Source: an optimization exercise on an open RTL-to-GDS flow (aim: small area, a short achievable clock period and few clock cycles). Production flows keep margins and buffers that such runs may drop. The RTL was checked by simulation tests, not by an equivalence proof against the original design. Power figures rest on the tool's default switching activity, not on a simulated workload.

## riscv
module riscv(
    input            clk,
    input            rst_n,
    input    [31:0]  Instr,
    input    [31:0]  ReadData,
    output   [31:0]  PC,
    output           MemWriteEn,
    output   [31:0]  MemDataAdr,
    output   [31:0]  WriteData
);
    reg  [31:2] pc_f;
    reg         d_valid;
    reg  [31:0] d_instr;
    reg  [31:2] d_pc;
    reg         e_valid, e_kill, e_wen, e_br, e_jalr, e_load, e_store;
    reg         e_alu, e_xsel, e_sub, e_sra, e_pred, e_fa, e_fb, e_fsd;
    reg  [2:0]  e_f3;
    reg  [4:0]  e_rd;
    reg  [31:0] e_a, e_b, e_sd;
    reg  [31:2] e_x;         
    reg         m_wen, m_load, m_store;
    reg  [4:0]  m_rd;
    reg  [31:0] m_res, m_adr, m_sd;
    wire [31:0] wb_data = m_load ? ReadData : m_res;
    assign MemDataAdr = m_adr;
    assign WriteData  = m_sd;
    assign MemWriteEn = m_store;
    assign PC         = {pc_f, 2'b00};
    wire ev    = e_valid & ~e_kill;
    wire e_wr  = e_wen   & ~e_kill;
    wire [31:0] i   = d_instr;
    wire [4:0]  op  = i[6:2];
    wire [2:0]  f3  = i[14:12];
    wire [4:0]  rd  = i[11:7];
    wire [4:0]  rs1 = i[19:15];
    wire [4:0]  rs2 = i[24:20];
    wire is_lui   = op == 5'b01101;
    wire is_auipc = op == 5'b00101;
    wire is_jal   = op == 5'b11011;
    wire is_jalr  = op == 5'b11001;
    wire is_br    = op == 5'b11000;
    wire is_load  = op == 5'b00000;
    wire is_store = op == 5'b01000;
    wire is_alui  = op == 5'b00100;
    wire is_alur  = op == 5'b01100;
    wire use_rs1  = is_jalr | is_br | is_load | is_store | is_alui | is_alur;
  ...
For scale: ~5600 cells after synthesis, about 1400 flip-flops, roughly 68000 um2 of cells after synthesis.
clock: 16.0 ns
lec_check: 0
cap_margin: 20
core_margin: 2
core_utilization: 50
cts_buf_list: sky130_fd_sc_hd__clkbuf_16
cts_cluster_diameter: 80
cts_cluster_size: 25
slew_margin: 20
synth_hierarchical: 1
standard.sh (not shown) runs the stock make flow with config.mk's settings and CLKGATE_MAP_FILE= SYNTH_SCRIPT=/design/flow/synth_recipe.tcl, a recipe that flattens the netlist after the stock synthesis.
==> flow/flow/run.sh <==
#!/bin/bash
set -euo pipefail
MARGIN=$(cat flow/margin.txt)
TNS=$(cat flow/tns.txt)
bash standard.sh SETUP_SLACK_MARGIN=$MARGIN TNS_END_PERCENT=$TNS \
  "BUFFER_PORTS_ARGS=-buffer_cell sky130_fd_sc_hd__buf_4" finish > make_finish.log 2>&1
==> flow/flow/margin.txt <==
11.3
==> flow/flow/tns.txt <==
100
Testbench counts at the start, summed over its fixed seeds: cycles 83,013.
Rerun with:
Settings changed: CTS_BUF_LIST sky130_fd_sc_hd__clkbuf_16 to sky130_fd_sc_hd__clkbuf_8, CTS_CLUSTER_DIAMETER 80 to unset, CTS_CLUSTER_SIZE 25 to unset.
Effect:
- The new run went through all stages and came out clean
- first-iteration DRC count grows by 0.43%
- setup slack improves by 0.12 ns
- cell area goes up by 3.3%
- die area is unchanged
- total power rose by about 10%
- final cell count grows by 4.1%
- worst hold slack loses 0.011 ns
- global-route usage rose by 0.77 points
- sequential share of layout area shrinks by 1.5 points
- area after synthesis does not change
Rerun with:
==> flow/flow/margin.txt (replaced) <==
11.5
Settings changed: CTS_BUF_LIST sky130_fd_sc_hd__clkbuf_8 to sky130_fd_sc_hd__clkbuf_16, CTS_CLUSTER_DIAMETER set to 80, CTS_CLUSTER_SIZE set to 25.
=> Clock skew came out higher by 0.0047 ns. Synthesized area does not change. Worst setup slack is worse by 0.093 ns. Hold slack hardly moves. Sequential share of layout area came out higher by 1.6 points.


run A:
Another version of the RTL of riscv (not shown whole).
Size in the first run: about 5,700 cells after synthesis, about 69,000 µm² of cells after synthesis.
clock: 16.0 ns
lec_check: 0
cap_margin: 20
core_margin: 2
core_utilization: 50
cts_buf_list: sky130_fd_sc_hd__clkbuf_16
cts_cluster_diameter: 80
cts_cluster_size: 25
slew_margin: 20
synth_hierarchical: 1
==> flow/flow/margin.txt <==
11.3
Scripts as last shown in full above: flow/flow/run.sh, flow/flow/tns.txt
Testbench counts of run A, summed over its fixed seeds: cycles 83,013.
What run B does differently from run A at the input level:
# run A
export LEC_CHECK = 0
export CAP_MARGIN = 20
export CORE_MARGIN = 2
export CORE_UTILIZATION = 50
export CTS_BUF_LIST = sky130_fd_sc_hd__clkbuf_16
export CTS_CLUSTER_DIAMETER = 80
export CTS_CLUSTER_SIZE = 25
export SLEW_MARGIN = 20
export SYNTH_HIERARCHICAL = 1
create_clock -name core_clock -period 16.0 [get_ports {clk}]
# run B
export LEC_CHECK = 0
export CAP_MARGIN = 20
export CORE_MARGIN = 2
export CORE_UTILIZATION = 55
export CTS_BUF_LIST = sky130_fd_sc_hd__clkbuf_16
export CTS_CLUSTER_DIAMETER = 80
export CTS_CLUSTER_SIZE = 25
export SLEW_MARGIN = 20
export SYNTH_HIERARCHICAL = 1
create_clock -name core_clock -period 16.0 [get_ports {clk}]
### Flow results
~same number of combinational gates with multiple inputs in run B and run A
In summary, run B completed successfully, with a layout that passed the timing, design-rule and antenna checks.
Delta(first-pass GRT wire length, run B - run A) < 0
Compared run B against run A; proportion of layout cells with a drive suffix above 1 within noise.
Run B — overall global routing resource usage 4.3 points higher, run A as reference
On proportion of cell area occupied by registers, run B and run A are neck and neck.
Compared with run A, run B has less setup slack.
Relative to run A, the worst-case vdd ir drop of run B is higher by 19%.
From run A to run B the numbers moved as follows: fraction of power spent switching nets shows no meaningful change, post-route cell area shows no meaningful change, total of plain and repair buffers excluding clock buffers shows an increase of about 11%.
Relative to run B, the following input files were edited for run C:
# run B
export LEC_CHECK = 0
export CAP_MARGIN = 20
export CORE_MARGIN = 2
export CORE_UTILIZATION = 55
export CTS_BUF_LIST = sky130_fd_sc_hd__clkbuf_16
export CTS_CLUSTER_DIAMETER = 80
export CTS_CLUSTER_SIZE = 25
export SLEW_MARGIN = 20
export SYNTH_HIERARCHICAL = 1
create_clock -name core_clock -period 16.0 [get_ports {clk}]
# run C
export LEC_CHECK = 0
export CAP_MARGIN = 20
export CORE_MARGIN = 2
export CORE_UTILIZATION = 50
export CTS_BUF_LIST = sky130_fd_sc_hd__clkbuf_8
export SLEW_MARGIN = 20
export SYNTH_HIERARCHICAL = 1
create_clock -name core_clock -period 16.0 [get_ports {clk}]
Results
Taking run B as the reference, in run C top achievable clock speed increased 0.0010 GHz; count of buffers not belonging to the clock network in the layout lower; total number of cells along the worst setup path moved down; wire length saw an increase. Diff run B and run C: post-route cell area higher in run C. Diff run B and run C: largest net degree at the start of global routing lower in run B. Run B → run C: met2 demand-to-capacity share in global routing down 4.9 points; final setup slack of the worst path up 0.024 ns. Re combined global-route utilization of all metal layers: run B and run C aren't equal, and the higher value belongs to run B. Looking at ratio of final minimum period to clock period, run C sits below run B. The capture point of the worst path comes out pc_f[12]$_DFF_PN0_ in one run and PC[5] in the other, namely in run B and run C respectively.
## Diff of input files: run D against run C
# run C
export LEC_CHECK = 0
export CAP_MARGIN = 20
export CORE_MARGIN = 2
export CORE_UTILIZATION = 50
export CTS_BUF_LIST = sky130_fd_sc_hd__clkbuf_8
export SLEW_MARGIN = 20
export SYNTH_HIERARCHICAL = 1
create_clock -name core_clock -period 16.0 [get_ports {clk}]
# run D
export LEC_CHECK = 0
export CAP_MARGIN = 20
export CORE_MARGIN = 2
export CORE_UTILIZATION = 50
export CTS_BUF_LIST = sky130_fd_sc_hd__clkbuf_16
export CTS_CLUSTER_DIAMETER = 80
export CTS_CLUSTER_SIZE = 25
export SLEW_MARGIN = 20
export SYNTH_HIERARCHICAL = 1
create_clock -name core_clock -period 16.0 [get_ports {clk}]
==> flow/flow/run.sh <==
#!/bin/bash
set -euo pipefail
MARGIN=$(cat flow/margin.txt)
TNS=$(cat flow/tns.txt)
bash standard.sh SETUP_SLACK_MARGIN=$MARGIN TNS_END_PERCENT=$TNS \
  "BUFFER_PORTS_ARGS=-buffer_cell sky130_fd_sc_hd__buf_2" finish > make_finish.log 2>&1
Findings:
Delta (run D minus run C): sequential power moved up, part of the power in the clock network moved down. Against run C as the reference, run D delivers a higher violation count after the first detailed-route iteration. Compare run C and run D | initial antenna violation count lower: run D. When run D is measured against run C, its fraction of the cycle the final worst path needs turns out 0.49 points higher. Run C and run D ended up with nearly the same routed wire length. The post-route minimum period reported for run D is greater than that of run C by 0.078 ns. For the deepest level of the CTS H-tree, run D came in 1 lower than run C did. On number of pins exceeding their max-slew limit in the final report, run D tracks run C almost exactly. Going from run C to run D, the non-clock buffer count was found to have gone up by 6.6%. In the tables for run C and run D, antenna diode count reads higher with run C.

## port drivers added, routing unchanged
In the flow no input, the clock included, has a driving cell. The finished layouts below were timed again as built, in two steps.
Step 1 assumes that a clkbuf_16 drives the clock port and a buf_2 every other input.
Step 2, shift: input delay + t, output delay - t, t = (earliest + latest rising clock arrival at the registers) / 2. This alone moves slack from input paths to output paths.
a / b / c = ideal ports / drivers / drivers and shift; a / b = the first two.
run	t (ns)	setup slack, ns	hold WS [ns]	worst data-port slew with drivers (ns)
the first run of note 1	0.827	10.945 / 10.945 / 10.159	0.408 / 0.408 / 0.408	0.12
the second run of note 1	1.048	11.069 / 11.074 / 10.026	0.397 / 0.397 / 0.397	0.17
the third run of note 1	0.817	10.976 / 10.807 / 9.990	0.397 / 0.397 / 0.397	0.26
run A	0.822	11.155 / 11.193 / 10.372	0.418 / 0.418 / 0.418	0.21
run B	0.773	11.147 / 11.183 / 10.410	0.405 / 0.405 / 0.405	0.20
run C	1.066	11.172 / 11.097 / 10.244	0.410 / 0.410 / 0.410	0.19
run D	0.821	11.093 / 11.155 / 10.334	0.408 / 0.408 / 0.408	0.06
After both steps setup and hold are still met in every run listed. The setup slack of the second run of note 1, which loses most, moves by +0.005 ns with the drivers and by -1.043 ns with both steps.
